Background: an optimization exercise with open tools, aiming at small area. Do not read the settings as production practice.
Where RTL was checked, it was by simulation tests only, not by an equivalence proof against the original.
No functional check of the RTL was part of runs 1 and 2.
Power and IR drop assume default switching activity.

==> design.v <==
`timescale 1ns / 1ps
`timescale 1ns / 1ps
module vga(
	input de,
	input [7:0]color,
	output [2:0]vgaRed,
	output [2:0]vgaGreen,
	output [1:0]vgaBlue
);
	assign vgaRed = de ? color[2:0] : 3'd0;
	assign vgaGreen = de ? color[5:3] : 3'd0;
	assign vgaBlue = de ? color[7:6] : 2'd0;
endmodule
`timescale 1ns / 1ps
module mouse(
	input clk,
	input rst,
	input PS2C_act,
	input PS2D,
	output reg [9:0]x,
	output reg [7:0]y,
	output reg btnl
);
	function automatic [15:0] addc(input [15:0] a, input [15:0] b, input ci);
		integer i;
		reg c;
		begin
			c = ci;
			for(i = 0; i < 16; i = i + 1) begin
				addc[i] = a[i] ^ b[i] ^ c;
				c = (a[i] & b[i]) | (c & (a[i] ^ b[i]));
			end
		end
	endfunction
	function automatic ltu(input [15:0] a, input [15:0] b);
		integer i;
		reg br;
		begin
			br = 0;
			for(i = 0; i < 16; i = i + 1)
				br = (~a[i] & b[i]) | (~(a[i] ^ b[i]) & br);
			ltu = br;
		end
	endfunction
	localparam WAIT = 3'd5;
	reg PS2C;
	always@(posedge clk) PS2C <= PS2C_act;
	reg oldps2c;
	always@(posedge clk) oldps2c <= PS2C;
	reg [7:0]idlec;
	wire iz7 = (idlec[6:0] == 0);
	wire idle = iz7 & ~idlec[7];
	always@(posedge clk or posedge rst) begin
		if(rst) idlec <= 1;
		else if(~PS2C) idlec <= 1;
		else idlec <= {idlec[6:0], (idlec[7] ^ idlec[5] ^ idlec[4] ^ idlec[3]) & ~iz7};
	end
	reg [2:0]state;
	reg [3:0]step;
	reg [15:0]mv;    
	wire fall = oldps2c & ~PS2C;
	wire inbyte = (state != 0) && (state != WAIT);
	always@(posedge clk)
		if(fall && (state == 2 || state == 3) && ~step[3]) mv <= {PS2D, mv[15:1]};
	always@(posedge clk)
		if(fall && (state == 0 ? ~PS2D : inbyte))
			step <= (state == 0 || step == 10) ? 4'd0 : step + 4'd1;
	wire [10:0]sx = addc(x, {{8{mv[7]}}, mv[7:0]}, 1'b0);
	wire [10:0]sy = addc(y, ~{{8{mv[15]}}, mv[15:8]}, 1'b1);
	always@(posedge clk or posedge rst) begin
		if(rst) begin
			btnl <= 0;
			x <= 349;
			y <= 114;
			state <= WAIT;
		end
		else if(idle && PS2C) state <= 0;
		else if(fall) begin
			if(state == 0) begin
				if(~PS2D) state <= 1;
			end
			else if(inbyte) begin
				if(state == 1 && step == 0) btnl <= PS2D;
				if(step == 10) state <= state + 3'd1;
				if(state == 4 && step == 0) begin
					x <= sx[10] ? 10'd0 : ~ltu(sx, 699) ? 10'd698 : sx[9:0];
					y <= (sy[10] || ltu(sy, 50)) ? 8'd50 : ~ltu(sy, 229) ? 8'd228 : sy[7:0];
				end
			end
		end
	end
endmodule
`timescale 1ns / 1ps
module display(
	input [1:0]c,
	input [3:0]num3,
	input [3:0]num2,
	input [3:0]num1,
	input [3:0]num0,
	output [3:0]an,
	output reg [6:0]seg
);
	wire [3:0]num;
	assign num = c[1] ? (c[0] ? num3 : num2) : (c[0] ? num1 : num0);
	assign an = ~(4'b0001 << c);
	always@(*) case(num)
		0: seg = 7'b1000000;
		1: seg = 7'b1111001;
		2: seg = 7'b0100100;
		3: seg = 7'b0110000;
		4: seg = 7'b0011001;
		5: seg = 7'b0010010;
		6: seg = 7'b0000010;
		7: seg = 7'b1111000;
		8: seg = 7'b0000000;
		9: seg = 7'b0010000;
		10:seg = 7'b0001000;
		11:seg = 7'b0000011;
		12:seg = 7'b1000110;
		13:seg = 7'b0100001;
		14:seg = 7'b0000110;
		15:seg = 7'b0001110;
	endcase
endmodule
`timescale 1ns / 1ps
module top(
	input clk,
	input rst,
	output [2:0]vgaRed,
	output [2:0]vgaGreen,
	output [1:0]vgaBlue,
	output vgaHsync,
	output vgaVsync,
	output MemOE,
	output MemWR,
	output FlashRp,
	output FlashCS,
	output [23:1]MemAdr,
	input [15:0]MemDB,
	input [7:0]sw,
	input [3:0]btn,
	output [7:0]led,
	input PS2C,
	input PS2D,
	output [3:0]an,
	output [6:0]seg
);
	function automatic [15:0] addc(input [15:0] a, input [15:0] b, input ci);
		integer i;
		reg c;
		begin
			c = ci;
			for(i = 0; i < 16; i = i + 1) begin
				addc[i] = a[i] ^ b[i] ^ c;
				c = (a[i] & b[i]) | (c & (a[i] ^ b[i]));
			end
		end
	endfunction
	function automatic ltu(input [15:0] a, input [15:0] b);
		integer i;
		reg br;
		begin
			br = 0;
			for(i = 0; i < 16; i = i + 1)
				br = (~a[i] & b[i]) | (~(a[i] ^ b[i]) & br);
			ltu = br;
		end
	endfunction
	parameter E1L = 38;
	parameter E1R = 55;
	parameter E1T = 145;
	parameter E1B = 205;
	parameter E2L = 230;
	parameter E2R = 259;
	parameter E2T = 168;
	parameter E2B = 233;
	parameter E3L = 362;
	parameter E3R = 383;
	parameter E3T = 162;
	parameter E3B = 237;
	parameter E4L = 466;
	parameter E4R = 488;
	parameter E4T = 99;
	parameter E4B = 146;
	localparam [12:0] TOFF = 13'd281;
	localparam [12:0] V_RST = 13'd0 - TOFF;
	reg [12:0]v;
	always@(posedge clk or posedge rst) begin
		if(rst) v <= V_RST;
		else v <= v + 13'd1;
	end
	wire vgaen = v[0];
	reg [4:0]hp5;
	wire [9:0]hc = {hp5, v[5:1]};
	wire lineend = vgaen && hp5 == 5'd20 && v[5:1] == 5'd18;    
	always@(posedge clk or posedge rst) begin
		if(rst) hp5 <= 5'd27;
		else if(lineend) hp5 <= 5'd27;
		else if(v[5:0] == 6'd63) hp5 <= hp5 + 5'd1;
	end
	reg [9:0]rv;
	always@(posedge clk or posedge rst) begin
		if(rst) rv <= 10'd993;
		else if(lineend) rv <= (rv == 10'd489) ? 10'd993 : rv + 10'd1;
	end
	wire [8:0]row = rv[8:0];
	assign vgaHsync = ~(~ltu(hc, 883) && ltu(hc, 979));
	assign vgaVsync = ~(rv == 10'd993 || rv == 10'd994);
	wire de = ltu(rv, 480) && ~ltu(hc, 3) && ltu(hc, 643);
	localparam [12:0] V_T1 = 13'd1 - TOFF;
	wire tick_recoil = (v[7:0] == V_T1[7:0]);      
	wire tick_hp = (v[8:0] == V_RST[8:0]);         
	wire tick_enemy = (v == V_RST);                
	wire [9:0]x;
	wire [7:0]my;
	wire btnl;
	mouse mymouse(clk, rst, PS2C, PS2D, x, my, btnl);
	reg [3:0]score3;
	reg [3:0]score2;
	reg [3:0]score1;
	reg [3:0]score0;
	localparam [14:0] DL_END = 15'd21978;
	reg [14:0]dl;
	wire dl_end = (dl == DL_END);
	always@(posedge clk or posedge rst) begin
		if(rst) dl <= DL_END;
		else dl <= {dl[13:0], dl[14] ^ dl[13] ^ dl_end};
	end
	reg [1:0]c;
	always@(posedge clk or posedge rst) begin
		if(rst) c <= 0;
		else if(dl_end) c <= c + 2'd1;
	end
	display scoredisplay(c, score3, score2, score1, score0, an, seg);
	reg [6:0]yoffset;
	wire [7:0]y;
	assign y = addc(my, ~{9'd0, yoffset}, 1'b1);
	reg [3:0]ammo;
	wire [15:0]ledsh = 16'hff << (4'd8 - ammo);
	assign led = ledsh[7:0];
	reg [6:0]hp4;
	reg [3:0]enemy;
	assign MemOE = 0;
	assign MemWR = 0;
	assign FlashRp = 1;
	assign FlashCS = 0;
	reg [20:1]adr;
	reg pic;
	assign MemAdr = {2'b00, pic, adr};
	reg [15:0]cachebg;
	wire fetch = vgaen && ~v[1];
	wire [9:0]ysum = addc(y, row, 1'b0);
	wire [9:0]alo = addc(hc[9:1], x[9:1], 1'b0);           
	wire [10:0]sum = {alo, x[0]};               
	wire picture = (hc[9:2] == 0) ? enemy[0] :
		ltu(sum, 453) ? enemy[0] :
		ltu(sum, 613) ? enemy[1] :
		ltu(sum, 733) ? enemy[2] :
		ltu(sum, 993) ? enemy[3] : enemy[0];
	always@(posedge clk or posedge rst) begin
		if(rst) begin
			adr <= 0;
			pic <= 0;
		end
		else if(fetch) begin
			adr <= {ysum, alo};
			pic <= picture;
		end
	end
	always@(posedge clk) if(fetch) cachebg <= MemDB;
	wire [7:0]background = hc[0] ? cachebg[7:0] : cachebg[15:8];
	wire hud_w = (hc == 10'd323 && ~ltu(rv, 237) && ltu(rv, 244)) ||
		(rv == 10'd240 && ~ltu(hc, 320) && ltu(hc, 327));
	wire hud_b = (hc == 10'd323 && ~ltu(rv, 230) && ltu(rv, 251)) ||
		(rv == 10'd240 && ~ltu(hc, 313) && ltu(hc, 334));
	wire hpbar = ~ltu(rv, 465) && ltu(rv, 475) && ~ltu(hc, 9) && ~ltu({hp4, 1'b0}, hc);
	wire ammobar = ~ltu(hc, 608) && ltu(hc, 638) && ltu(rv, 475) &&
		ammo_rows;
	wire [5:0]ammo_sum = addc(row[8:4], ammo, ~ltu(row[3:0], 11));
	wire ammo_rows = ammo_sum[5] | (&ammo_sum[4:1]);
	wire [7:0]color = (hp4 == 7'd4) ? 8'd7 :
		hud_w ? 8'd255 :
		hud_b ? 8'd0 :
		hpbar ? 8'd7 :
		ammobar ? 8'b00111111 :
		background;
	vga myvga(de, color, vgaRed, vgaGreen, vgaBlue);
	reg [7:0]shoot;
	wire shot = (shoot == 8'hfe);
	reg [12:0]reload;
	wire rz12 = (reload[11:0] == 0);
	wire reloading = ~rz12 | reload[12];
	wire reload_end = rz12 & reload[12];
	wire reload_start = shot && (ammo == 1);
	wire reload_fb = (reload[12] ^ reload[3] ^ reload[2] ^ reload[0] ^ rz12) & (reloading | reload_start);
	always@(posedge clk or posedge rst) begin
		if(rst) shoot <= 8'hff;
		else if(btnl) shoot <= {shoot[6:0], shoot[7] ^ shoot[5] ^ shoot[4] ^ shoot[3] ^ (shoot[6:0] == 0)};
		else shoot <= 8'hff;
	end
	wire fire = ~reloading && shot;
	always@(posedge clk or posedge rst) begin
		if(rst) begin
			ammo <= 8;
			reload <= 0;
			yoffset <= 0;
		end
		else begin
			if(reload_end) ammo <= 8;
			reload <= {reload[11:0], reload_fb};
			if(fire) ammo <= ammo - 4'd1;
			if(fire) yoffset <= yoffset + 7'd5;
			else if(tick_recoil && yoffset != 0) yoffset <= yoffset - 7'd1;
		end
	end
	wire [2:0]enemycount = {2'b00, enemy[0]} + {2'b00, enemy[1]} + {2'b00, enemy[2]} + {2'b00, enemy[3]};
	wire h1 = enemy[0] && ~ltu(x, E1L) && ltu(x, E1R) && ~ltu(y, E1T) && ltu(y, E1B);
	wire h2 = enemy[1] && ~ltu(x, E2L) && ltu(x, E2R) && ~ltu(y, E2T) && ltu(y, E2B);
	wire h3 = enemy[2] && ~ltu(x, E3L) && ltu(x, E3R) && ~ltu(y, E3T) && ltu(y, E3B);
	wire h4 = enemy[3] && ~ltu(x, E4L) && ltu(x, E4R) && ~ltu(y, E4T) && ltu(y, E4B);
	wire hit = h1 | h2 | h3 | h4;
	function automatic [3:0] bcdtog(input [3:0] q);
		bcdtog = {q[0] & (q[3] | (q[2] & q[1])), q[1] & q[0], q[0] & ~q[3], 1'b1};
	endfunction
	wire sc_c0 = fire & hit;
	wire sc_c1 = sc_c0 & score0[3] & score0[0];
	wire sc_c2 = sc_c1 & score1[3] & score1[0];
	wire sc_c3 = sc_c2 & score2[3] & score2[0];
	wire [3:0]sc_t0 = sc_c0 ? bcdtog(score0) : 4'd0;
	wire [3:0]sc_t1 = sc_c1 ? bcdtog(score1) : 4'd0;
	wire [3:0]sc_t2 = sc_c2 ? bcdtog(score2) : 4'd0;
	wire [3:0]sc_t3 = sc_c3 ? {&score3[2:0], &score3[1:0], score3[0], 1'b1} : 4'd0;
	always@(posedge clk or posedge rst) begin
		if(rst) begin
			enemy <= 0;
			hp4 <= 104;
			score3 <= 0;
			score2 <= 0;
			score1 <= 0;
			score0 <= 0;
		end
		else begin
			score0 <= score0 ^ sc_t0;
			score1 <= score1 ^ sc_t1;
			score2 <= score2 ^ sc_t2;
			score3 <= score3 ^ sc_t3;
			if(fire) begin
				if(h1) enemy[0] <= 0;
				else if(h2) enemy[1] <= 0;
				else if(h3) enemy[2] <= 0;
				else if(h4) enemy[3] <= 0;
			end
			else if(tick_enemy) enemy[{x[0]^hp4[0], y[0]^ammo[0]}] <= 1;
			if(tick_hp) begin
				if(ltu(hp4, enemycount + 7'd4)) hp4 <= 4;
				else if(~(sw[7])) hp4 <= addc(hp4, ~{13'd0, enemycount}, 1'b1);
			end
		end
	end
endmodule
==> flow/run.sh <==
#!/bin/bash
# Standard ORFS layout with buf_1 port buffers and a clock tree without
# dummy loads.
set -euo pipefail
bash standard.sh BUFFER_PORTS_ARGS="-buffer_cell sky130_fd_sc_hd__buf_1" \
  CTS_ARGS="-sink_clustering_enable -repair_clock_nets -buf_list sky130_fd_sc_hd__clkbuf_16 -sink_clustering_size 48 -sink_clustering_max_diameter 120 -dont_use_dummy_load" \
  finish > make_finish.log 2>&1
==> standard.sh <==
#!/bin/bash
# synth_recipe.tcl (not shown) runs the flow's synth.tcl, then flattens the netlist and writes it again
# the make line also repeats each setting of config.mk as NAME=value (left out here)
make -C /OpenROAD-flow-scripts/flow DESIGN_CONFIG=/design/flow/config.mk WORK_HOME=/design/flow/orfs CLKGATE_MAP_FILE= SYNTH_SCRIPT=/design/flow/synth_recipe.tcl "${@:-finish}"
==> config.mk <==
export PLATFORM = sky130hd
export DESIGN_NAME = top
export DESIGN_NICKNAME = top
export VERILOG_FILES = /design/flow/design.v
export SDC_FILE = /design/flow/constraint.sdc
export NUM_CORES = 4
export LEC_CHECK = 0
export CAP_MARGIN = 20
export CORE_MARGIN = 2
export CORE_UTILIZATION = 40
export SLEW_MARGIN = 20
==> constraint.sdc <==
create_clock -name core_clock -period 10.0 [get_ports {clk}]
set_input_delay 2.0000 -clock core_clock [delete_from_list [all_inputs] [get_ports {clk}]]
set_output_delay 2.0000 -clock core_clock [all_outputs]
set_load 0.01 [all_outputs]
==> impl_results.md, run 1 <==
* Status: finished clean
* Period utilisation layout at 65.7%
* Die Ht at 170 um
* Post-synth EDFFs at 36
* Htree depth at 4
* Maximum fanout along the worst path at 7
* Wirelength, routed at 22.3 mm
* Drt wl/cell at 15.9 um
* Measured slew at the worst slew-check pin at 1.07 ns
* IO buf count at 70
* Max-slew violations at 0
* N_diodes at 0
* Crit path cell chain: ha_1 > inv_1 > ha_1 > inv_1 > a31oi_1 > fa_1 > fa_1 > inv_1 > fa_1 > ha_1 > nor4bb_1 > o211ai_1 > a211oi_1 > inv_1 > and4_4 > a21oi_1 > buf_1
* Worst vdd ir at 0.162 mV
* Die Area at 28800 sq um
* Max Cap Viol at 0
* Max clock buf depth at 2
* Slowest cell on the critical path: dfstp_2
* Metal1 wirelength at 11.0 mm
* GP Congestion at 0.816
* DP Cell Count at 1385
* Min-Delay Path Class: flop to flop
* Chip width at 170 um
* Post-CTS Repair Setup Buffers at 0
* Final Hold Vio Count at 0
* Global route total overflow at 0
* Worst Skew at 0.0223 ns
* Layout fillers at 2525
* Fin worst setup slack at 3.43 ns
* Initial core utilization at 40.8%
* Yosys top cell area share at 23.0%
* Sequential cell area at 5070 sq um
* Fmax at 0.152 GHz
* Final-stage net count at 1201
* Post-Syn Area at 11000 sq um
* # setup viols final at 0
* Hold-fix buffers, CTS at 0
* Most frequent cell after synthesis: inv_1
* Top cells by area, synth: dfrtp_1 23%, dfstp_2 13%, edfxtp_1 9.8%
* Synth-to-Final Area Change at 9.18%
* Via-to-Cell Ratio at 5.18
* Pwr Density at 165 nW/um^2
* Drt pass-1 iters at 5
* CP Data Required Time at 8.00 ns
* Clock sinks at 193
* Main synth FF type: dfrtp_1
* DPL Wire Length at 16.6 mm
* DRT iter0 DRCs at 413
* Max-Slew Margin vs Limit at 28.8%
* Met3 routed WL at 893 um
* Final Critical Period at 6.57 ns
* Initial antenna violation count at 0
* Critical Path AT at 4.57 ns
* Row cnt at 60
* First-pass GRT wire length at 38.1 mm
* CP Launch Type: flop
* # DRC at 0
* Layout cells sized above 1 at 11.5%
* Boundary Pins at 88
* Multi-input gate area at 5310 sq um
* Vias in the first global route at 7357
* CP endpoint kind: primary output
* DRT antenna net count at 0
* Synth async-reset ratio at 80.3%
* Cell Count, Final, Fillers Out at 1402
* Vias at 7269
* Leak at 5.06 nW
* Fin Setup TNS at 0 ns
* CTS clk-pin slew, worst paths at 0.07 ns
* Total GRT Usage at 16.6%
* Cells after Synth at 996
* RSZ-0062 raised after global routing: no
* DP Worst Slack at 3.86 ns
* Largest net degree at the start of global routing at 83
* Worst Path Class, Setup: flop to primary output
* Top routing layer used: met4
* Tot Pwr at 1.98 mW
* Unique cell type count in the Yosys netlist at 89
* Clk Latency, worst-skew pair at 0.43 ns
* TritonCTS clock tree: done
* Routed length on met2 at 10.2 mm
* CTS root buf: clkbuf_16
* Worst stage delay on the critical path at 0.59 ns
* Total number of yosys warnings at 3
* Core Region at 27000 sq um
* Syn Area/Cell at 11.0 sq um
* TritonCTS Buffers at 17
* FF+latch count, synth at 193
* Commonest cells in the netlist: 120 x inv_1, 101 x dfrtp_1, 70 x nand2_1
* Fin util at 44.5%
* Most frequent CP cell: inv_1
* Cts repair resizes at 0
* Sequential-to-total area share from yosys stat at 46.1%
* Synth area leader: dfrtp_1
critical path, delay by kind of cell, from the launching register on:
kind,cells,cell delay (ns)
simple gates,2,0.61
fa+ha+maj,6,1.51
compound gates,4,0.95
buf+inv,5,0.51
flops,1,0.59
final cells by class:
| class | instances | share of cell area [%] |
|---|---|---|
| Tap cell | 341 | 3.56 |
| Clock buffer | 17 | 3.55 |
| Multi-Input combinational cell | 655 | 44.3 |
| Timing Repair Buffer | 74 | 2.47 |
| Sequential cell | 193 | 42.2 |
| Inverter | 122 | 3.88 |
power by group:
group,switching (mW),leakage (nW),internal (mW)
registers,0.0713,2.23,0.883
logic,0.286,2.62,0.185
clock network,0.259,0.209,0.296
cell usage in the layout, fill, tap and decap left out, types with 16 or more instances in the layout:
| master | Yosys | routed |
|---|---|---|
| nand4_1 | 16 | 16 |
| nor2_1 | 52 | 52 |
| buf_1 | 2 | 70 |
| inv_1 | 120 | 119 |
| xnor2_1 | 36 | 36 |
| xor2_1 | 18 | 18 |
| edfxtp_1 | 36 | 36 |
| nand3_1 | 25 | 25 |
| a211oi_1 | 18 | 18 |
| ha_1 | 62 | 61 |
| nand2_1 | 70 | 70 |
| fa_1 | 44 | 44 |
| dfstp_2 | 54 | 54 |
| a21oi_1 | 25 | 25 |
| nand2b_1 | 20 | 20 |
| dfrtp_1 | 101 | 101 |
| o21ai_0 | 46 | 46 |
| clkbuf_16 | 0 | 17 |
| mux2i_1 | 18 | 18 |
worst paths after layout:
kind                              start  slack, ns  cells past startpoint          endpoint
max                               rv[0]       3.43                     17         vgaRed[2]
min                               dl[9]       0.36                      0            dl[10]
max reg2reg                mymouse.x[0]       4.70                     14      mymouse.x[6]
min reg2reg                       dl[9]       0.36                      0            dl[10]
max in group asynchronous           rst       7.17                      3      mymouse.y[7]
min in group asynchronous           rst       1.68                      2  mymouse.state[1]
state kept, by name (all words and copies together) (netlist names), 5 cells and up:
name and flops:
mymouse.idlec 8, dl 15, adr 20, yoffset 7, mymouse.mv 16, rv 10, reload 13, mymouse.x 10
cachebg 16, hp4 7, mymouse.y 8, v 13, shoot 8, hp5 5
stage by stage:
step	hold WS, ns	cell area (sq um)
global route	0.373	12000
finish	0.361	12000
detailed placement	0.354	11600
floorplan	0.348	11000
CTS	0.365	12000
global placement	0.352	11600
routing by layer:
layer  global-route usage, %  up-vias
met2                    25.9      164
met3                    3.24       19
met1                    24.0     3539
met4                    3.90        0
li1                        -     3547
met5                       0        -
logic make-up (layout without fill, tap and decap cells):
family / after synthesis / after routing / synth area share [%]
other: 2 / 6 / 0.0684
and+or+nand+nor: 283 / 283 / 14.1
muxes: 37 / 37 / 4.00
adders and majority gates: 106 / 106 / 15.1
DFF: 193 / 193 / 46.1
buffers and inverters: 152 / 213 / 5.73
xor gates and xnor gates: 55 / 55 / 4.45
AOI/OAI and AO/OA: 168 / 168 / 10.5
==> run 2, diff against run 1 <==
==> flow/run.sh (replaced) <==
#!/bin/bash
# Layout flow: the standard ORFS flow (standard.sh) with
#  - synthesis: the standard script (synth_recipe.tcl) with full-adder
#    extraction off and an area-oriented ABC script (flow/area.abc);
#    registers are mapped exactly as in the standard synthesis;
#  - port buffers: buf_1;
#  - clock tree: clkbuf_8, no dummy loads.
# Each ORFS step logs to orfs/logs/; make's own output goes to make_*.log.
set -euo pipefail
W=$(pwd)
bash standard.sh SYNTH_SCRIPT="$W/flow/synth.tcl" ADDER_MAP_FILE= \
  BUFFER_PORTS_ARGS="-buffer_cell sky130_fd_sc_hd__buf_1" \
  CTS_ARGS="-sink_clustering_enable -repair_clock_nets -buf_list sky130_fd_sc_hd__clkbuf_8 -dont_use_dummy_load" \
  finish > make_finish.log 2>&1
==> flow/area.abc (new file) <==
strash
&get -n
&deepsyn -T 30
&put
dch -f
amap
topo
dnsize -c
==> flow/synth.tcl (new file) <==
# The standard synthesis script, with ABC run on flow/area.abc instead
# of ORFS's speed script.
set ::area_abc [file join [file dirname [file normalize [info script]]] area.abc]
proc abc {args} {
  set i [lsearch $args -script]
  if {$i >= 0} { lset args [expr {$i + 1}] $::area_abc }
  yosys abc {*}$args
}
source [file join [file dirname [file dirname [file normalize [info script]]]] synth_recipe.tcl]
==> impl_results.md, run 2 <==
* Post-synth EDFFs at 36
* Initial core utilization at 41.0%
* CP endpoint kind: flop
* Measured slew at the worst slew-check pin at 0.848 ns
* Min-Delay Path Class: flop to flop
* Boundary Pins at 88
* IO buf count at 70
* DRT antenna net count at 0
* Yosys top cell area share at 26.1%
* Synth async-reset ratio at 80.3%
* Top cells by area, synth: dfrtp_1 26%, dfstp_2 15%, edfxtp_1 11%
* Worst Reg2Reg Path Length in Cells at 27
* Max clock buf depth at 2
* DP Area at 10400 sq um
* Cts repair resizes at 0
* Worst Path Class, Setup: flop to flop
* Most common cell after layout, fill and taps aside: nor2_1
* Layout cells sized above 1 at 6.71%
* Worst Skew at 0.0431 ns
* Synth-to-Final Area Change at 9.50%
* Chip width at 160 um
* Fin Setup TNS at 0 ns
* Total number of yosys warnings at 3
* Critical Path AT at 5.78 ns
* Die Ht at 160 um
* DPL Wire Length at 17.1 mm
* Status: finished clean
* # DRC at 0
* Wirelength, routed at 22.7 mm
* Final Critical Period at 5.38 ns
* Largest net degree at the start of global routing at 95
* Row cnt at 56
* N_diodes at 0
* Drt pass-1 iters at 5
* Routed length on met2 at 10.3 mm
* WHS at 0.337 ns
* Post-Syn Area at 9690 sq um
* Initial antenna violation count at 0
* Max Cap Viol at 0
* Max reg flops at 20
* Leak at 4.06 nW
* CP Launch Type: flop
* Tot Pwr at 2.10 mW
* Worst vdd ir at 0.107 mV
* DRT iter0 DRCs at 650
* Cell area after layout at 10600 sq um
* Final Hold Vio Count at 0
* Cells on Worst Hold Path at 0
* Cells after Synth at 1118
* Final-stage net count at 1242
* Via-to-Cell Ratio at 5.32
* Multi-input gate area at 4070 sq um
* Met3 routed WL at 1.00 mm
* CTS root buf: clkbuf_8
* Maximum fanout along the worst path at 8
* Cell Count, Final, Fillers Out at 1527
* FF+latch count, synth at 193
* Sequential-to-total area share from yosys stat at 52.3%
* CP Data Required Time at 10.41 ns
* Sequential cell area at 5070 sq um
* Period utilisation layout at 53.8%
* # setup viols final at 0
* Unique cell type count in the Yosys netlist at 53
* Fin util at 44.9%
* Vias at 8118
* Global route total overflow at 0
* Clock sinks at 193
* Vias in the first global route at 7624
* Synth area leader: dfrtp_1
* Post-CTS Repair Setup Buffers at 0
* Fmax at 0.186 GHz
* Most frequent cell after synthesis: nor2_1
* DP Cell Count at 1510
* First-pass GRT wire length at 38.1 mm
* TritonCTS clock tree: done
* Layout fillers at 2382
* Syn Area/Cell at 8.67 sq um
* Commonest cells in the netlist: 207 x nor2_1, 140 x clkinv_1, 111 x nand2_1
* RSZ-0062 raised after global routing: no
* Clk Latency, worst-skew pair at 0.47 ns
* Top routing layer used: met4
* TritonCTS Buffers at 17
* CTS clk-pin slew, worst paths at 0.11 ns
* GP Congestion at 0.904
* DP Worst Slack at 4.77 ns
* Pwr Density at 198 nW/um^2
* Total GRT Usage at 18.2%
* Hold-fix buffers, CTS at 0
* Max-Slew Margin vs Limit at 43.5%
* Core Region at 23600 sq um
* Metal1 wirelength at 11.0 mm
* Max-slew violations at 0
* Htree depth at 4
* Most frequent cells in the layout: 206 x nor2_1, 139 x clkinv_1, 111 x nand2_1
* Drt wl/cell at 14.9 um
* Die Area at 25500 sq um
* Main synth FF type: dfrtp_1
* Largest Register: adr
* Biggest regs: adr x20, cachebg x16, mymouse.mv x16
* Fin worst setup slack at 4.62 ns
run 2: worst max-delay path, stage by stage, from the launching register on:
cell      delay, ns
dfrtp_1        0.43
clkinv_1       0.19
nor2_1         0.28
clkinv_1       0.14
o22ai_1        0.17
nand2_1        0.09
o21a_1         0.13
nand2_1        0.07
o21a_1         0.13
nand2_1        0.06
o21ai_0        0.10
nand2_1        0.10
o21a_1         0.14
a21oi_1        0.64
o221ai_1       0.25
a311oi_1       0.48
or4_1          0.26
nand2_1        0.11
nor2b_1        0.22
nand2_1        0.14
nor2b_1        0.21
nand2_1        0.13
nor2b_1        0.21
nand2_1        0.12
nor2_1         0.17
and2_0         0.21
nor2_1         0.06
a21oi_1        0.10
run 2: where the power goes:
| group | internal (mW) | total, mW | leakage [nW] | switching [mW] |
|---|---|---|---|---|
| clock network | 0.151 | 0.395 | 0.122 | 0.244 |
| registers | 0.909 | 0.980 | 2.27 | 0.0705 |
| logic | 0.263 | 0.722 | 1.67 | 0.459 |
run 2: cell type report:
class	instances	area share, %
flip-flops and latches	193	47.7
multi-input cells	782	38.4
inverters	140	5.00
well taps	319	3.76
repair buffers	76	2.90
clock buffers	17	2.20
run 2: kinds of logic (layout without fill, tap and decap cells):
logic type | count (synthesis) | after routing | share of synthesized area (%)
flip-flops | 193 | 193 | 52.3
AO/OA/AOI/OAI | 321 | 321 | 21.0
other | 2 | 6 | 0.0775
AND/OR/NAND/NOR | 454 | 454 | 20.5
XOR/XNOR | 1 | 1 | 0.0904
buffers and inverters | 147 | 233 | 5.96
run 2: per-layer routing:
| layer | up-vias | track usage, % |
|---|---|---|
| met4 | 0 | 4.42 |
| met5 | - | 0 |
| li1 | 4125 | - |
| met1 | 3817 | 26.0 |
| met3 | 24 | 3.32 |
| met2 | 152 | 28.9 |
run 2: path summary, 6_finish.rpt:
kind	startpoint	end	slack (ns)
min	dl[6]	dl[7]	0.34
max in group asynchronous	rst	yoffset[5]	6.96
max reg2reg	yoffset[0]	score3[3]	4.62
min reg2reg	dl[6]	dl[7]	0.34
max	yoffset[0]	score3[3]	4.62
min in group asynchronous	rst	hp4[4]	1.72
==> run 3, diff against run 2 <==
--- a/design.v
+++ b/design.v
@@ -278,12 +278,17 @@
 		ammo_rows;
 	wire [5:0]ammo_sum = addc(row[8:4], ammo, ~ltu(row[3:0], 11));
 	wire ammo_rows = ammo_sum[5] | (&ammo_sum[4:1]);
-	wire [7:0]color = (hp4 == 7'd4) ? 8'd7 :
-		hud_w ? 8'd255 :
-		hud_b ? 8'd0 :
-		hpbar ? 8'd7 :
-		ammobar ? 8'b00111111 :
-		background;
+	wire theend = (hp4 == 7'd4);
+	wire c_r1 = theend | hud_w | (~hud_b & (hpbar | ammobar));
+	wire c_rb = ~hud_b;
+	wire c_g1 = ~theend & (hud_w | (~hud_b & ~hpbar & ammobar));
+	wire c_gb = ~theend & ~hud_b & ~hpbar;
+	wire c_b1 = ~theend & hud_w;
+	wire c_bb = ~theend & ~hud_b & ~hpbar & ~ammobar;
+	wire [7:0]color;
+	assign color[2:0] = {3{c_r1}} | ({3{c_rb}} & background[2:0]);
+	assign color[5:3] = {3{c_g1}} | ({3{c_gb}} & background[5:3]);
+	assign color[7:6] = {2{c_b1}} | ({2{c_bb}} & background[7:6]);
 	vga myvga(de, color, vgaRed, vgaGreen, vgaBlue);
 	reg [7:0]shoot;
 	wire shot = (shoot == 8'hfe);
--- a/config.mk
+++ b/config.mk
@@ -7,5 +7,6 @@
 export LEC_CHECK = 0
 export CAP_MARGIN = 20
 export CORE_MARGIN = 2
-export CORE_UTILIZATION = 40
+export CORE_UTILIZATION = 70
+export PLACE_DENSITY = 0.8
 export SLEW_MARGIN = 20
==> impl_results.md, run 3 <==
* Status: finished clean
* Vias in the first global route at 7455
* CP endpoint kind: primary output
* Core Region at 13300 sq um
* Maximum fanout along the worst path at 7
* # DRC at 0
* CP Data Required Time at 8.00 ns
* CTS root buf: clkbuf_8
* Max Cap Viol at 0
* Min-Delay Path Class: flop to flop
* Fin Setup TNS at 0 ns
* Most frequent cell after synthesis: nor2_1
* Drt pass-1 iters at 5
* Fmax at 0.175 GHz
* Final-stage net count at 1217
* Syn Area/Cell at 8.81 sq um
* Fin util at 77.8%
* Largest net degree at the start of global routing at 87
* Top cells by area, synth: dfrtp_1 26%, dfstp_2 15%, edfxtp_1 11%
* Clock sinks at 193
* Hold-fix buffers, CTS at 0
* Top Usage Layer GRT: met2
* Die Ht at 121 um
* CTS clk-pin slew, worst paths at 0.10 ns
* Vias at 8353
* Most common cell after layout, fill and taps aside: nor2_1
* Multi-input gate area at 4030 sq um
* Clock share of power at 18.9%
* First-pass GRT wire length at 35.2 mm
* # setup viols final at 0
* Max-slew violations at 0
* Layout cells sized above 1 at 6.68%
* Critical Path AT at 3.70 ns
* TritonCTS Buffers at 17
* Worst Skew at 0.0309 ns
* Biggest regs: adr x20, cachebg x16, mymouse.mv x16
* Final Hold Vio Count at 0
* Met3 Resource Use GR at 5.12%
* TritonCTS clock tree: done
* Worst Reg2Reg Path Length in Cells at 29
* Worst hold endpoint: dl[4]
* FF+latch count, synth at 193
* Unique cell type count in the Yosys netlist at 54
* Initial antenna violation count at 0
* Global route total overflow at 0
* Boundary Pins at 88
* Max-Slew Margin vs Limit at 38.7%
* RSZ-0062 raised after global routing: no
* Cell Count, Final, Fillers Out at 1359
* GP Congestion at 0.933
* Worst Path Class, Setup: flop to primary output
* Row cnt at 42
* Most frequent cells in the layout: 183 x nor2_1, 139 x clkinv_1, 104 x nand2_1
* GRT met2 Usage at 47.8%
* Clk Latency, worst-skew pair at 0.49 ns
* Min-delay src: dl[3]
* Synth area leader: dfrtp_1
* DP Cell Count at 1342
* Sequential-to-total area share from yosys stat at 52.5%
* Htree depth at 4
* P_sw at 742 uW
* Tot Pwr at 2.05 mW
* Worst r2r dst: score3[3]
* DRT antenna net count at 0
* Met1 Use GR at 43.9%
* Largest Register: adr
* Worst R2R Start: mymouse.y[1]
* Worst vdd ir at 0.153 mV
* Layout fillers at 968
* IO buf count at 70
* DRT iter0 DRCs at 677
* Main synth FF type: dfrtp_1
* Post-synth EDFFs at 36
* Leak at 3.97 nW
* Sequential cell area at 5070 sq um
* Internal at 1.30 mW
* Chip width at 121 um
* Comb power frac at 32.4%
* Max reg flops at 20
* Seq pwr share at 48.7%
* Cts repair resizes at 0
* Switch share at 36.3%
* Pwr Density at 197 nW/um^2
* Total number of yosys warnings at 3
* Post-CTS Repair Setup Buffers at 0
* DPL Wire Length at 16.1 mm
* Cells on Worst Hold Path at 0
* Commonest cells in the netlist: 184 x nor2_1, 140 x clkinv_1, 104 x nand2_1
* Wirelength, routed at 21.6 mm
* N_diodes at 0
* Synth async-reset ratio at 80.3%
* Cells after Synth at 1095
* Post-Syn Area at 9650 sq um
* Synth-to-Final Area Change at 7.55%
* Initial core utilization at 72.3%
* Yosys top cell area share at 26.2%
* Period utilisation layout at 57.0%
* Max clock buf depth at 2
* Die Area at 14700 sq um
* Via-to-Cell Ratio at 6.15
* Total GRT Usage at 30.5%
* Measured slew at the worst slew-check pin at 0.916 ns
* CP Launch Type: flop
* Drt wl/cell at 15.9 um
* FF-to-FF setup slack at 4.48 ns
* Final Critical Period at 5.70 ns
-- run 3: changes by cell type after synthesis, sizes merged, moves of 5 or more --
cell	delta
a31oi	-5
o21ai	+12
a211oi	+5
o22ai	-8
nand3	-5
o21a	-10
a21oi	+6
a221oi	+6
nor2b	-7
nor2	-23
nand2	-7
-- run 3: critical path, cell delays in order (launching register included) --
cell and delay, ns:
dfrtp_1 0.47, clkinv_1 0.19, nand2_1 0.11, nor2_1 0.18
clkinv_1 0.16, o41a_1 0.34, a2111oi_0 0.26, o21ai_0 0.24
or2_0 0.32, nand2b_1 0.21, o21ai_0 0.39, a311o_1 0.19
buf_1 0.15
-- run 3: kinds of logic (layout without fill, tap and decap cells) --
kind of cell / count (synthesis) / after routing / share of synthesized area, %
other: 2 / 6 / 0.0778
flip-flops: 193 / 193 / 52.5
AO/OA/AOI/OAI: 334 / 334 / 22.1
buffers and inverters: 147 / 231 / 5.99
AND/OR/NAND/NOR: 419 / 419 / 19.3
-- run 3: power groups by stage --
| stage | Clock [mW] | Sequential [mW] | Combinational (mW) |
|---|---|---|---|
| 2_1_floorplan | 0 | 0.998 | 0.481 |
| 3_3_place_gp | 0 | 1.01 | 0.630 |
| 3_5_place_dp | 0 | 1.01 | 0.651 |
| 4_1_cts | 0.391 | 0.994 | 0.655 |
| 5_1_grt | 0.418 | 1.01 | 0.743 |
| 6_report | 0.386 | 0.996 | 0.663 |
-- run 3: how the worst max path moves through the flow --
stage | startpoint | to | slack [ns] | depth (start not counted)
finish | v[4] | vgaGreen[0] | 4.30 | 12
global route | mymouse.y[1] | score3[3] | 3.83 | 29
CTS | rv[0] | vgaGreen[0] | 4.20 | 10
detailed placement | mymouse.y[1] | score3[3] | 4.61 | 29
global placement | mymouse.y[1] | score3[3] | 4.83 | 29
floorplan | rst | adr[10] | 5.31 | 1
-- run 3: area by class of cell --
class                      count  share of cell area [%]
timing repair buffer          74                    2.82
sequential                   193                    48.8
inverter                     140                    5.11
tap                          176                    2.12
clock buffer                  17                    2.25
multi-input combinational    759                    38.9
-- run 3: routing by layer --
| metal | vias up | part of all wire [%] |
|---|---|---|
| met5 | - | 0 |
| met4 | 0 | 1.7 |
| met3 | 44 | 6.5 |
| met2 | 279 | 46 |
| met1 | 3959 | 46 |
| li1 | 4071 | - |
-- run 3: metrics by stage --
| step | cell area, sq um | worst slack (ns) | hold WS (ns) |
|---|---|---|---|
| floorplan | 9670 | 5.31 | 0.346 |
| global placement | 10100 | 4.83 | 0.348 |
| detailed placement | 10100 | 4.61 | 0.357 |
| CTS | 10400 | 4.20 | 0.353 |
| global route | 10400 | 3.83 | 0.364 |
| finish | 10400 | 4.30 | 0.354 |
==> run 4, diff against run 3 <==
--- a/config.mk
+++ b/config.mk
@@ -7,6 +7,5 @@
 export LEC_CHECK = 0
 export CAP_MARGIN = 20
 export CORE_MARGIN = 2
-export CORE_UTILIZATION = 70
-export PLACE_DENSITY = 0.8
+export CORE_UTILIZATION = 40
 export SLEW_MARGIN = 20
==> impl_results.md, run 4 <==
* # DRC at 0
* Syn Area/Cell at 8.81 sq um
* Initial core utilization at 40.9%
* Period utilisation layout at 55.9%
* IO buf count at 70
* Clk Latency, worst-skew pair at 0.47 ns
* DP Worst Slack at 4.61 ns
* Final Critical Period at 5.59 ns
* Cells on Worst Hold Path at 0
* Worst vdd ir at 0.0852 mV
* Max reg flops at 20
* Worst r2r dst: score3[3]
* Commonest cells in the netlist: 184 x nor2_1, 140 x clkinv_1, 104 x nand2_1
* CTS root buf: clkbuf_8
* Initial antenna violation count at 0
* Cells after Synth at 1095
* Status: finished clean
* Critical Path AT at 3.59 ns
* Pwr Density at 193 nW/um^2
* First-pass GRT wire length at 38.0 mm
* DPL Wire Length at 17.1 mm
* CP Launch Type: flop
* Total number of yosys warnings at 3
* Synth async-reset ratio at 80.3%
* Maximum fanout along the worst path at 7
* Total GRT Usage at 18.3%
* Die Area at 25400 sq um
* Vias in the first global route at 7495
* Max Cap Viol at 0
* Worst stage delay on the critical path at 0.47 ns
* Synth area leader: dfrtp_1
* Worst R2R Start: mymouse.y[1]
* Largest net degree at the start of global routing at 108
* Clock sinks at 193
* Max clock buf depth at 2
* RSZ-0062 raised after global routing: no
* Top cells by area, synth: dfrtp_1 26%, dfstp_2 15%, edfxtp_1 11%
* Final-stage net count at 1217
* Post-CTS Repair Setup Buffers at 0
* TritonCTS clock tree: done
* Drt pass-1 iters at 5
* Via-to-Cell Ratio at 5.37
* Global route total overflow at 0
* Fin Setup TNS at 0 ns
* Fin worst setup slack at 4.41 ns
* Yosys top cell area share at 26.2%
* Final Hold Vio Count at 0
* Row cnt at 56
* Post-synth EDFFs at 36
* Biggest regs: adr x20, cachebg x16, mymouse.mv x16
* Worst Reg2Reg Path Length in Cells at 29
* Die Ht at 159 um
* Main synth FF type: dfrtp_1
* FF+latch count, synth at 193
* Crit path cell chain: clkinv_1 > nand2_1 > nor2_1 > clkinv_1 > o41a_1 > a2111oi_0 > o21ai_0 > or2_0 > nor2_1 > and3_1 > a311o_1 > buf_1
* Max-slew violations at 0
* Fmax at 0.179 GHz
* CP Data Required Time at 8.00 ns
* N_diodes at 0
* Worst Skew at 0.0480 ns
* Min-Delay Path Class: flop to flop
* Leak at 3.97 nW
* Most frequent cells in the layout: 183 x nor2_1, 139 x clkinv_1, 104 x nand2_1
* Unique cell type count in the Yosys netlist at 54
* Htree depth at 4
* Largest Register: adr
* Worst hold endpoint: dl[4]
* Hold-fix buffers, CTS at 0
* Min-delay src: dl[3]
* Post-Syn Area at 9650 sq um
* Cts repair resizes at 0
* Max-Slew Margin vs Limit at 33.8%
* Sequential-to-total area share from yosys stat at 52.5%
* DRT antenna net count at 0
* CP endpoint kind: primary output
* Synth-to-Final Area Change at 9.45%
* Drt wl/cell at 15.0 um
* DP Cell Count at 1485
* Chip width at 159 um
* GP Congestion at 0.915
* CP delay by family, top: simple AND/OR/NAND/NOR gates
* WP buf/inv at 3
* CTS clk-pin slew, worst paths at 0.10 ns
* Slowest cell on the critical path: dfrtp_1
* Most common cell after layout, fill and taps aside: nor2_1
* FF-to-FF setup slack at 4.56 ns
* # setup viols final at 0
* Core Region at 23600 sq um
* DRT iter0 DRCs at 512
* TritonCTS Buffers at 17
* Vias at 8066
* Cell Count, Final, Fillers Out at 1502
* Layout cells sized above 1 at 6.68%
* Worst Path Class, Setup: flop to primary output
* Boundary Pins at 88
* Wirelength, routed at 22.5 mm
* Most frequent cell after synthesis: nor2_1
* Measured slew at the worst slew-check pin at 0.984 ns
-- run 4: cell counts after synthesis --
No cell type changed its count.
-- run 4: per-layer routing --
| layer | share of wire (%) | track usage, % | vias to the layer above | wire (um) |
|---|---|---|---|---|
| met5 | 0 | 0 | - | 0 |
| met4 | 1.5 | 5.12 | 0 | 340 |
| met3 | 4.2 | 3.54 | 19 | 945 |
| met2 | 45 | 28.8 | 178 | 10200 |
| met1 | 49 | 25.7 | 3785 | 11000 |
| li1 | - | - | 4084 | - |
-- run 4: where the power goes --
part / switching, mW / internal [mW] / total [mW]
clock: 0.236 / 0.151 / 0.387
sequential: 0.0780 / 0.919 / 0.997
combinational: 0.420 / 0.234 / 0.654
total: 0.734 / 1.30 / 2.04
-- run 4: final cells by class --
class / count / area (sq um)
inverter: 140 / 531
sequential: 193 / 5070
multi-input combinational: 759 / 4040
timing repair buffer: 74 / 293
clock buffer: 17 / 234
fill: 2373 / 13100
tap: 319 / 399
-- run 4: metrics by stage --
step                      util (%)  hold WS (ns)  area (sq um)  power (mW)
final                         44.7         0.349         10600        2.04
after CTS                     44.7         0.344         10600        2.06
after detailed placement      43.7         0.357         10300        1.66
after global placement        43.7         0.350         10300        1.66
after floorplan                  -         0.346          9670        1.48
after global routing          44.7         0.339         10600        2.19
-- run 4: how the worst max path moves through the flow --
| stage | start | end | slack, ns | cells past startpoint |
|---|---|---|---|---|
| 4_1_cts | rv[5] | vgaGreen[0] | 4.21 | 11 |
| 6_report | v[4] | vgaGreen[0] | 4.41 | 12 |
| 3_5_place_dp | mymouse.y[1] | score3[3] | 4.61 | 29 |
| 3_3_place_gp | mymouse.y[1] | score3[3] | 4.63 | 29 |
| 2_1_floorplan | rst | adr[10] | 5.31 | 1 |
| 5_1_grt | mymouse.y[1] | score3[3] | 3.97 | 29 |
-- run 4: logic make-up after synthesis --
| logic type | count (synthesis) | synth area share, % |
|---|---|---|
| AOI/OAI and AO/OA | 334 | 22.1 |
| buffers and inverters | 147 | 5.99 |
| DFF | 193 | 52.5 |
| other | 2 | 0.0778 |
| and+or+nand+nor | 419 | 19.3 |
==> run 5, diff against run 4 <==
--- a/design.v
+++ b/design.v
@@ -182,7 +182,7 @@
 	parameter E4R = 488;
 	parameter E4T = 99;
 	parameter E4B = 146;
-	localparam [12:0] TOFF = 13'd281;
+	localparam [12:0] TOFF = 13'd8153;
 	localparam [12:0] V_RST = 13'd0 - TOFF;
 	reg [12:0]v;
 	always@(posedge clk or posedge rst) begin
@@ -291,7 +291,7 @@
 	assign color[7:6] = {2{c_b1}} | ({2{c_bb}} & background[7:6]);
 	vga myvga(de, color, vgaRed, vgaGreen, vgaBlue);
 	reg [7:0]shoot;
-	wire shot = (shoot == 8'hfe);
+	wire shot = (shoot == 8'h01);
 	reg [12:0]reload;
 	wire rz12 = (reload[11:0] == 0);
 	wire reloading = ~rz12 | reload[12];
@@ -299,9 +299,9 @@
 	wire reload_start = shot && (ammo == 1);
 	wire reload_fb = (reload[12] ^ reload[3] ^ reload[2] ^ reload[0] ^ rz12) & (reloading | reload_start);
 	always@(posedge clk or posedge rst) begin
-		if(rst) shoot <= 8'hff;
+		if(rst) shoot <= 8'h00;
 		else if(btnl) shoot <= {shoot[6:0], shoot[7] ^ shoot[5] ^ shoot[4] ^ shoot[3] ^ (shoot[6:0] == 0)};
-		else shoot <= 8'hff;
+		else shoot <= 8'h00;
 	end
 	wire fire = ~reloading && shot;
 	always@(posedge clk or posedge rst) begin
--- a/config.mk
+++ b/config.mk
@@ -5,7 +5,8 @@
 export SDC_FILE = /design/flow/constraint.sdc
 export NUM_CORES = 4
 export LEC_CHECK = 0
-export CAP_MARGIN = 20
+export CAP_MARGIN = 0
 export CORE_MARGIN = 2
 export CORE_UTILIZATION = 40
-export SLEW_MARGIN = 20
+export GPL_TIMING_DRIVEN = 0
+export SLEW_MARGIN = 0
==> impl_results.md, run 5 <==
* Cells after Synth at 1108
* DRT iter0 DRCs at 801
* Slowest cell on the critical path: nor4_1
* DPL Wire Length at 17.3 mm
* Final-stage net count at 1238
* Pwr Density at 194 nW/um^2
* Compound-gate portion of the synthesized area at 21.8%
* First-pass GRT wire length at 38.1 mm
* Biggest regs: adr x20, cachebg x16, mymouse.mv x16
* CP Launch Type: flop
* Initial antenna violation count at 0
* IO buf count at 70
* Cell area after layout at 10600 sq um
* Worst Skew at 0.0507 ns
* Synth-to-Final Area Change at 10.6%
* Vias in the first global route at 7656
* Worst R2R Start: shoot[5]
* Global route total overflow at 0
* Cells on Worst Hold Path at 0
* Tot Pwr at 2.06 mW
* CP endpoint kind: flop
* Yosys top cell area share at 29.9%
* Maximum fanout along the worst path at 9
* Multiplexer area fraction after synthesis at 0%
* Most frequent CP cell: nor2_1
* Largest family of logic cells by synthesized area: compound AO/OA/AOI/OAI gates
* Final Hold Vio Count at 0
* Largest net degree at the start of global routing at 98
* Main synth FF type: dfrtp_1
* DP Area at 10400 sq um
* WHS at 0.340 ns
* Drt pass-1 iters at 5
* Max-Slew Margin vs Limit at 33.8%
* CTS clk-pin slew, worst paths at 0.12 ns
* Worst hold endpoint: dl[8]
* FF-to-FF setup slack at 3.78 ns
* Clock sinks at 193
* CP delay by family, top: simple AND/OR/NAND/NOR gates
* CP Data Required Time at 10.39 ns
* Synth async-reset ratio at 80.3%
* Die Area at 25300 sq um
* Most frequent cell after synthesis: nor2_1
* Post-synth EDFFs at 36
* Boundary Pins at 88
* Syn Area/Cell at 8.68 sq um
* Layout cells sized above 1 at 6.06%
* Min-delay src: dl[7]
* Synth area leader: dfrtp_1
* Via-to-Cell Ratio at 5.32
* Worst stage delay on the critical path at 0.72 ns
* WP buf/inv at 3
* Sequential-to-total area share from yosys stat at 52.5%
* Worst r2r dst: score3[3]
* Hold-fix buffers, CTS at 0
* Xor and xnor area share after synthesis at 0%
* Total number of yosys warnings at 3
* DP Cell Count at 1506
* # setup viols final at 0
* Row cnt at 56
* DRT antenna net count at 0
* Chip width at 159 um
* Period utilisation layout at 62.2%
* RSZ-0062 raised after global routing: no
* Post-Syn Area at 9620 sq um
* Commonest cells in the netlist: 204 x nor2_1, 146 x clkinv_1, 115 x dfrtp_1
* Initial core utilization at 40.9%
* Clk Latency, worst-skew pair at 0.48 ns
* Max clock buf depth at 2
* Total GRT Usage at 18.4%
* Wirelength, routed at 22.9 mm
* Most common cell after layout, fill and taps aside: nor2_1
* Fin Setup TNS at 0 ns
* Worst Path Class, Setup: flop to flop
* FF+latch count, synth at 193
* Most frequent cells in the layout: 203 x nor2_1, 145 x clkinv_1, 115 x dfrtp_1
* # DRC at 0
* Drt wl/cell at 15.1 um
* Final Critical Period at 6.22 ns
* Synth Area in Adders at 0%
* TritonCTS Buffers at 17
* Htree depth at 4
* Leak at 4.05 nW
* Largest Register: adr
* Vias at 8097
* Min-Delay Path Class: flop to flop
* Max Cap Viol at 0
* Max-slew violations at 0
* Cts repair resizes at 0
* Unique cell type count in the Yosys netlist at 50
* N_diodes at 0
* Worst vdd ir at 0.177 mV
* TritonCTS clock tree: done
* Fmax at 0.161 GHz
* Critical Path AT at 6.61 ns
* Max reg flops at 20
* Core Region at 23500 sq um
* WP depth at 25
* Die Ht at 159 um
* GP Congestion at 0.874
* Top cells by area, synth: dfrtp_1 30%, edfxtp_1 11%, dfstp_2 11%
* Post-CTS Repair Setup Buffers at 0
* CTS root buf: clkbuf_8
* Simple logic cell fraction of the synthesized area at 19.4%
* Worst Reg2Reg Path Length in Cells at 25
* Measured slew at the worst slew-check pin at 0.982 ns
* Status: finished clean
* Cell Count, Final, Fillers Out at 1523
==> run 5: changes by cell type in the layout (fill, tap and decap cells not counted), sizes merged, moves of 7 or more <==
cell    delta
nor2b      +9
dfstp     -14
dfrtp     +14
buf        +8
nor4       +8
nor2      +20
nor3       -9
clkinv     +7
or2        -9
==> run 5: cells by family after synthesis <==
family | count (synthesis)
other | 2
flip-flops | 193
AND/OR/NAND/NOR | 427
AO/OA/AOI/OAI | 333
buffers and inverters | 153
==> run 5: routing by layer <==
| metal | global-route usage, % | vias up | wire length (um) |
|---|---|---|---|
| met5 | 0 | - | 0 |
| met4 | 4.38 | 0 | 184 |
| met3 | 3.36 | 13 | 938 |
| met2 | 28.3 | 186 | 10200 |
| met1 | 27.2 | 3796 | 11600 |
| li1 | - | 4102 | - |
==> run 5: report_power, final <==
group,leakage [nW],switching (mW),internal [mW],total (mW)
Clock,0.122,0.246,0.151,0.397
Sequential,2.28,0.0900,0.920,1.01
Combinational,1.65,0.429,0.227,0.656
Total,4.05,0.765,1.30,2.06
==> run 5: how the worst max path moves through the flow <==
| stage | start | endpoint |
|---|---|---|
| floorplan | rst | adr[10] |
| global placement | shoot[4] | score3[3] |
| detailed placement | shoot[5] | score3[3] |
| CTS | shoot[5] | score3[3] |
| global route | shoot[4] | score3[3] |
| finish | shoot[5] | score3[3] |
==> run 5: area by class of cell <==
class / count / area [sq um]
Tap cell: 319 / 399
Multi-Input combinational cell: 766 / 4000
Fill cell: 2364 / 12900
Timing Repair Buffer: 75 / 352
Sequential cell: 193 / 5050
Inverter: 146 / 553
Clock buffer: 17 / 234
Buffer: 7 / 52.6
==> run 5: worst register-to-register path, stage by stage (launching register included) <==
cell	delay (ns)
dfrtp_1	0.35
clkinv_1	0.08
o21ai_0	0.25
nor2_1	0.07
a221oi_1	0.26
nor2b_1	0.21
a21oi_1	0.09
nor4_1	0.72
nor2b_1	0.70
clkinv_1	0.42
nor4_1	0.36
a31oi_1	0.12
a2111oi_0	0.54
or4_1	0.27
nand2_1	0.13
nor2_1	0.23
nand2_1	0.14
nor2_1	0.18
nand2_1	0.13
nor2_1	0.18
nand2_1	0.12
nor2_1	0.14
clkinv_1	0.11
nor2_1	0.16
nor2_1	0.06
a21oi_1	0.12
==> run 5: per-stage QoR <==
stage | utilization [%] | setup WS, ns
floorplan | - | 5.29
global placement | 43.7 | 3.83
detailed placement | 44.2 | 3.79
CTS | 45.2 | 3.74
global route | 45.2 | 2.88
finish | 45.2 | 3.78
==> run 6, diff against run 5 <==
==> config.mk (replaced) <==
export PLATFORM = sky130hd
export DESIGN_NAME = top
export DESIGN_NICKNAME = top
export VERILOG_FILES = /design/flow/design.v
export SDC_FILE = /design/flow/constraint.sdc
export NUM_CORES = 4
export LEC_CHECK = 0
export CAP_MARGIN = 20
export CORE_MARGIN = 2
export CORE_UTILIZATION = 40
export SLEW_MARGIN = 20
==> impl_results.md, run 6 <==
* Status: finished clean
* Htree depth at 4
* Sequential-to-total area share from yosys stat at 52.5%
* CTS clk-pin slew, worst paths at 0.12 ns
* Die Area at 25300 sq um
* Clock sinks at 193
* Period utilisation layout at 60.8%
* First-pass GRT wire length at 37.9 mm
* Fin Setup TNS at 0 ns
* Most frequent CP cell: nor2_1
* Max-slew violations at 0
* Max Cap Viol at 0
* Final-stage net count at 1231
* Total number of yosys warnings at 3
* Yosys top cell area share at 29.9%
* Commonest cells in the netlist: 204 x nor2_1, 146 x clkinv_1, 115 x dfrtp_1
* Simple logic cell fraction of the synthesized area at 19.4%
* Worst Reg2Reg Path Length in Cells at 25
* Row cnt at 56
* Vias at 8110
* Clk Latency, worst-skew pair at 0.50 ns
* Slowest cell on the critical path: nor4_1
* Chip width at 159 um
* Most common cell after layout, fill and taps aside: nor2_1
* DRT iter0 DRCs at 576
* Post-Syn Area at 9620 sq um
* Initial core utilization at 40.9%
* Largest Register: adr
* Fmax at 0.164 GHz
* Unique cell type count in the Yosys netlist at 50
* DRT antenna net count at 0
* Min-delay src: dl[11]
* Cells after Synth at 1108
* Tot Pwr at 2.06 mW
* Leak at 4.00 nW
* Vias in the first global route at 7542
* # setup viols final at 0
* Post-synth EDFFs at 36
* Cells on Worst Hold Path at 0
* N_diodes at 0
* Max clock buf depth at 2
* GP Congestion at 0.915
* FF-to-FF setup slack at 3.92 ns
* Global route total overflow at 0
* WP buf/inv at 3
* IO buf count at 70
* Max reg flops at 20
* Critical Path AT at 6.49 ns
* Post-CTS Repair Setup Buffers at 0
* Core Region at 23500 sq um
* Max-Slew Margin vs Limit at 36.4%
* Layout fillers at 2376
* Min-Delay Path Class: flop to flop
* Main synth FF type: dfrtp_1
* Synth-to-Final Area Change at 9.55%
* Xor and xnor area share after synthesis at 0%
* Maximum fanout along the worst path at 9
* Boundary Pins at 88
* CP delay by family, top: simple AND/OR/NAND/NOR gates
* RSZ-0062 raised after global routing: no
* Largest net degree at the start of global routing at 86
* Biggest regs: adr x20, cachebg x16, mymouse.mv x16
* Worst hold endpoint: dl[12]
* Largest family of logic cells by synthesized area: compound AO/OA/AOI/OAI gates
* Die Ht at 159 um
* Final Hold Vio Count at 0
* DPL Wire Length at 16.9 mm
* Final Critical Period at 6.08 ns
* Total GRT Usage at 18.3%
* FF+latch count, synth at 193
* Multiplexer area fraction after synthesis at 0%
* Most frequent cells in the layout: 203 x nor2_1, 145 x clkinv_1, 115 x dfrtp_1
* Top cells by area, synth: dfrtp_1 30%, edfxtp_1 11%, dfstp_2 11%
* Worst stage delay on the critical path at 0.68 ns
* Compound-gate portion of the synthesized area at 21.8%
* Initial antenna violation count at 0
* Worst Path Class, Setup: flop to flop
* Most frequent cell after synthesis: nor2_1
* Measured slew at the worst slew-check pin at 0.944 ns
* Worst vdd ir at 0.151 mV
* CTS root buf: clkbuf_8
* # DRC at 0
* Synth Area in Adders at 0%
* Hold-fix buffers, CTS at 0
* Syn Area/Cell at 8.68 sq um
* Via-to-Cell Ratio at 5.35
* CP endpoint kind: flop
* TritonCTS Buffers at 17
* TritonCTS clock tree: done
* Drt pass-1 iters at 5
* Layout cells sized above 1 at 5.51%
* CP Launch Type: flop
* Worst r2r dst: score3[3]
* Worst Skew at 0.0566 ns
* Cts repair resizes at 0
* CP Data Required Time at 10.41 ns
* Wirelength, routed at 22.6 mm
* Drt wl/cell at 14.9 um
* Worst R2R Start: shoot[5]
* Synth async-reset ratio at 80.3%
* Pwr Density at 195 nW/um^2
* Synth area leader: dfrtp_1
## run 6: layout make-up
class                           count  area [sq um]  share of cell area (%)
Timing Repair Buffer               75           300                    2.85
Multi-Input combinational cell    766          4000                    38.0
Inverter                          146           553                    5.25
Sequential cell                   193          5050                    47.9
Tap cell                          319           399                    3.79
Clock buffer                       17           234                    2.22
## run 6: cell families after synthesis
| family | count (synthesis) |
|---|---|
| compound gates | 333 |
| other cells | 2 |
| flops | 193 |
| simple gates | 427 |
| buf+inv | 153 |
## run 6: power by group
part | total [mW] | leakage, nW | switching, mW | internal, mW
clock network | 0.393 | 0.122 | 0.243 | 0.151
logic | 0.652 | 1.59 | 0.430 | 0.222
registers | 1.01 | 2.28 | 0.0932 | 0.920
total | 2.06 | 4.00 | 0.765 | 1.29
## run 6: how the worst max path moves through the flow
stage | startpoint | endpoint | depth (start not counted)
floorplan | rst | adr[10] | 1
global placement | shoot[4] | score3[3] | 25
detailed placement | shoot[5] | score3[3] | 25
CTS | shoot[5] | score3[3] | 25
global route | shoot[5] | score3[3] | 25
finish | shoot[5] | score3[3] | 25
## run 6: stage by stage
step	cell area (sq um)	utilization, %	setup slack, ns	hold WS [ns]	cells
finish	10500	44.8	3.92	0.366	1516
global route	10500	44.8	3.23	0.371	1516
CTS	10500	44.8	3.92	0.361	1516
detailed placement	10300	43.8	4.00	0.353	1499
global placement	10300	43.8	4.04	0.351	1499
floorplan	9640	-	5.29	0.346	1112
## run 6: worst register-to-register path: stages, from the launching register on
cell and delay, ns:
dfrtp_1 0.35, clkinv_1 0.08, o21ai_0 0.24, nor2_1 0.06
a221oi_1 0.25, nor2b_1 0.22, a21oi_1 0.12, nor4_1 0.68
nor2b_1 0.67, clkinv_1 0.44, nor4_1 0.37, a31oi_1 0.11
a2111oi_0 0.45, or4_1 0.27, nand2_1 0.13, nor2_1 0.21
nand2_1 0.13, nor2_1 0.19, nand2_1 0.15, nor2_1 0.19
nand2_1 0.11, nor2_1 0.14, clkinv_1 0.09, nor2_1 0.16
nor2_1 0.06, a21oi_1 0.11
## run 6: per-layer routing
layer | wire (um) | up-vias | global-route usage, %
li1 | - | 4087 | -
met1 | 11200 | 3814 | 26.1
met2 | 10100 | 184 | 28.4
met3 | 1010 | 25 | 3.46
met4 | 357 | 0 | 5.50
met5 | 0 | - | 0
==> run 7, diff against run 6 <==
--- a/flow/run.sh
+++ b/flow/run.sh
@@ -10,5 +10,5 @@
 W=$(pwd)
 bash standard.sh SYNTH_SCRIPT="$W/flow/synth.tcl" ADDER_MAP_FILE= \
   BUFFER_PORTS_ARGS="-buffer_cell sky130_fd_sc_hd__buf_1" \
-  CTS_ARGS="-sink_clustering_enable -repair_clock_nets -buf_list sky130_fd_sc_hd__clkbuf_8 -dont_use_dummy_load" \
+  CTS_ARGS="-sink_clustering_enable -repair_clock_nets -buf_list {sky130_fd_sc_hd__clkbuf_4 sky130_fd_sc_hd__clkbuf_8} -dont_use_dummy_load" \
   finish > make_finish.log 2>&1
==> impl_results.md, run 7 <==
* Clk Latency, worst-skew pair at 0.50 ns
* CP endpoint kind: flop
* Max clock buf depth at 2
* Max reg flops at 20
* Cell area after layout at 10500 sq um
* Period utilisation layout at 60.8%
* Largest family of logic cells by synthesized area: compound AO/OA/AOI/OAI gates
* Total number of yosys warnings at 3
* Xor and xnor area share after synthesis at 0%
* Global route total overflow at 0
* Worst Skew at 0.0566 ns
* DPL Wire Length at 16.9 mm
* Final Hold Vio Count at 0
* Wirelength, routed at 22.6 mm
* WP depth at 25
* Die Area at 25300 sq um
* Unique cell type count in the Yosys netlist at 50
* Drt pass-1 iters at 5
* Synth area leader: dfrtp_1
* Pwr Density at 195 nW/um^2
* Cells after Synth at 1108
* TritonCTS clock tree: done
* Max-slew violations at 0
* N_diodes at 0
* Drt wl/cell at 14.9 um
* Biggest regs: adr x20, cachebg x16, mymouse.mv x16
* Compound-gate portion of the synthesized area at 21.8%
* Measured slew at the worst slew-check pin at 0.944 ns
* Top cells by area, synth: dfrtp_1 30%, edfxtp_1 11%, dfstp_2 11%
* Min-delay src: dl[11]
* Most common cell after layout, fill and taps aside: nor2_1
* Fin util at 44.8%
* CTS root buf: clkbuf_8
* Initial antenna violation count at 0
* Layout cells sized above 1 at 5.51%
* Initial core utilization at 40.9%
* Row cnt at 56
* WP buf/inv at 3
* Maximum fanout along the worst path at 9
* Critical Path AT at 6.49 ns
* Total GRT Usage at 18.3%
* Worst hold endpoint: dl[12]
* FF-to-FF setup slack at 3.92 ns
* Cells on Worst Hold Path at 0
* Largest net degree at the start of global routing at 86
* Core Region at 23500 sq um
* Post-synth EDFFs at 36
* FF+latch count, synth at 193
* Largest Register: adr
* DP Cell Count at 1499
* Clock sinks at 193
* Most frequent cell after synthesis: nor2_1
* CP Launch Type: flop
* Synth Area in Adders at 0%
* Via-to-Cell Ratio at 5.35
* Leak at 4.00 nW
* Sequential-to-total area share from yosys stat at 52.5%
* # DRC at 0
* Worst Reg2Reg Path Length in Cells at 25
* DRT antenna net count at 0
* Chip width at 159 um
* First-pass GRT wire length at 37.9 mm
* Yosys top cell area share at 29.9%
* Synth-to-Final Area Change at 9.55%
* # setup viols final at 0
* Vias in the first global route at 7542
* CTS clk-pin slew, worst paths at 0.12 ns
* TritonCTS Buffers at 17
* Boundary Pins at 88
* Cell Count, Final, Fillers Out at 1516
* Min-Delay Path Class: flop to flop
* Worst R2R Start: shoot[5]
* Commonest cells in the netlist: 204 x nor2_1, 146 x clkinv_1, 115 x dfrtp_1
* Tot Pwr at 2.06 mW
* CP delay by family, top: simple AND/OR/NAND/NOR gates
* RSZ-0062 raised after global routing: no
* Final Critical Period at 6.08 ns
* Syn Area/Cell at 8.68 sq um
* Most frequent CP cell: nor2_1
* Post-CTS Repair Setup Buffers at 0
* Max-Slew Margin vs Limit at 36.4%
* Multiplexer area fraction after synthesis at 0%
* Most frequent cells in the layout: 203 x nor2_1, 145 x clkinv_1, 115 x dfrtp_1
* Main synth FF type: dfrtp_1
* DP Area at 10300 sq um
* Worst stage delay on the critical path at 0.68 ns
* Worst r2r dst: score3[3]
* Vias at 8110
* Fmax at 0.164 GHz
* WHS at 0.366 ns
* Die Ht at 159 um
* Max Cap Viol at 0
* DRT iter0 DRCs at 576
* Fin worst setup slack at 3.92 ns
* Simple logic cell fraction of the synthesized area at 19.4%
* IO buf count at 70
* Final-stage net count at 1231
* Hold-fix buffers, CTS at 0
* GP Congestion at 0.915
* CP Data Required Time at 10.41 ns
* Worst vdd ir at 0.151 mV
* Htree depth at 4
* Worst Path Class, Setup: flop to flop
* DP Worst Slack at 4.00 ns
* Fin Setup TNS at 0 ns
* Status: finished clean
* Post-Syn Area at 9620 sq um
* Synth async-reset ratio at 80.3%
* Slowest cell on the critical path: nor4_1
* Cts repair resizes at 0
==> run 7: cells by family (layout without fill, tap and decap cells) <==
kind of cell | Yosys count | after routing
compound gates | 333 | 333
buf+inv | 153 | 238
flops | 193 | 193
other cells | 2 | 6
simple gates | 427 | 427
==> run 7: how the worst max path moves through the flow <==
stage	endpoint	start
5_1_grt	score3[3]	shoot[5]
2_1_floorplan	adr[10]	rst
4_1_cts	score3[3]	shoot[5]
3_5_place_dp	score3[3]	shoot[5]
6_report	score3[3]	shoot[5]
3_3_place_gp	score3[3]	shoot[4]
==> run 7: where the power goes <==
part	total (mW)	leakage (nW)	internal [mW]	switching, mW
registers	1.01	2.28	0.920	0.0932
clock network	0.393	0.122	0.151	0.243
logic	0.652	1.59	0.222	0.430
==> run 7: layout make-up <==
| cell class | count | area, sq um |
|---|---|---|
| Multi-Input combinational cell | 766 | 4000 |
| Inverter | 146 | 553 |
| Fill cell | 2376 | 13000 |
| Tap cell | 319 | 399 |
| Clock buffer | 17 | 234 |
| Timing Repair Buffer | 75 | 300 |
| Sequential cell | 193 | 5050 |
==> run 7: worst reg2reg max path, cell delays in order, from the launching register on <==
cell	delay (ns)
dfrtp_1	0.35
clkinv_1	0.08
o21ai_0	0.24
nor2_1	0.06
a221oi_1	0.25
nor2b_1	0.22
a21oi_1	0.12
nor4_1	0.68
nor2b_1	0.67
clkinv_1	0.44
nor4_1	0.37
a31oi_1	0.11
a2111oi_0	0.45
or4_1	0.27
nand2_1	0.13
nor2_1	0.21
nand2_1	0.13
nor2_1	0.19
nand2_1	0.15
nor2_1	0.19
nand2_1	0.11
nor2_1	0.14
clkinv_1	0.09
nor2_1	0.16
nor2_1	0.06
a21oi_1	0.11
==> run 7: metal layers <==
| metal | track usage, % | wire length (um) |
|---|---|---|
| met5 | 0 | 0 |
| met4 | 5.50 | 357 |
| met3 | 3.46 | 1010 |
| met2 | 28.4 | 10100 |
| met1 | 26.1 | 11200 |

==> what the ideal ports hide <==
The results above use ideal ports. As a check the final layouts listed here were re-extracted and re-timed, cells and wires unchanged.
Step 1, drivers: a clkbuf_16 drives clk and a buf_2 each remaining input, both assumed.
Step 2 moves the port delays by t, midway between the first and last clock arrival at a register: inputs arrive t later, outputs are due t later. That takes back most of the time a late clock gives input paths.
Three values: no drivers, after step 1, after step 2; two values: the first two.
run | t, ns | setup WS [ns] | clock arrival spread, ns
run 1 | 0.466 | 3.429 / 3.381 / 3.847 | 0.024 / 0.024
run 2 | 0.490 | 4.623 / 4.584 / 4.623 | 0.044 / 0.044
run 3 | 0.511 | 4.297 / 4.257 / 4.477 | 0.031 / 0.032
run 4 | 0.486 | 4.406 / 4.366 / 4.561 | 0.048 / 0.048
run 5 | 0.502 | 3.776 / 3.776 / 3.776 | 0.052 / 0.052
run 6 | 0.516 | 3.919 / 3.919 / 3.919 | 0.057 / 0.057
run 7 | 0.516 | 3.919 / 3.919 / 3.919 | 0.057 / 0.057
After both steps setup and hold are still met in every run listed.
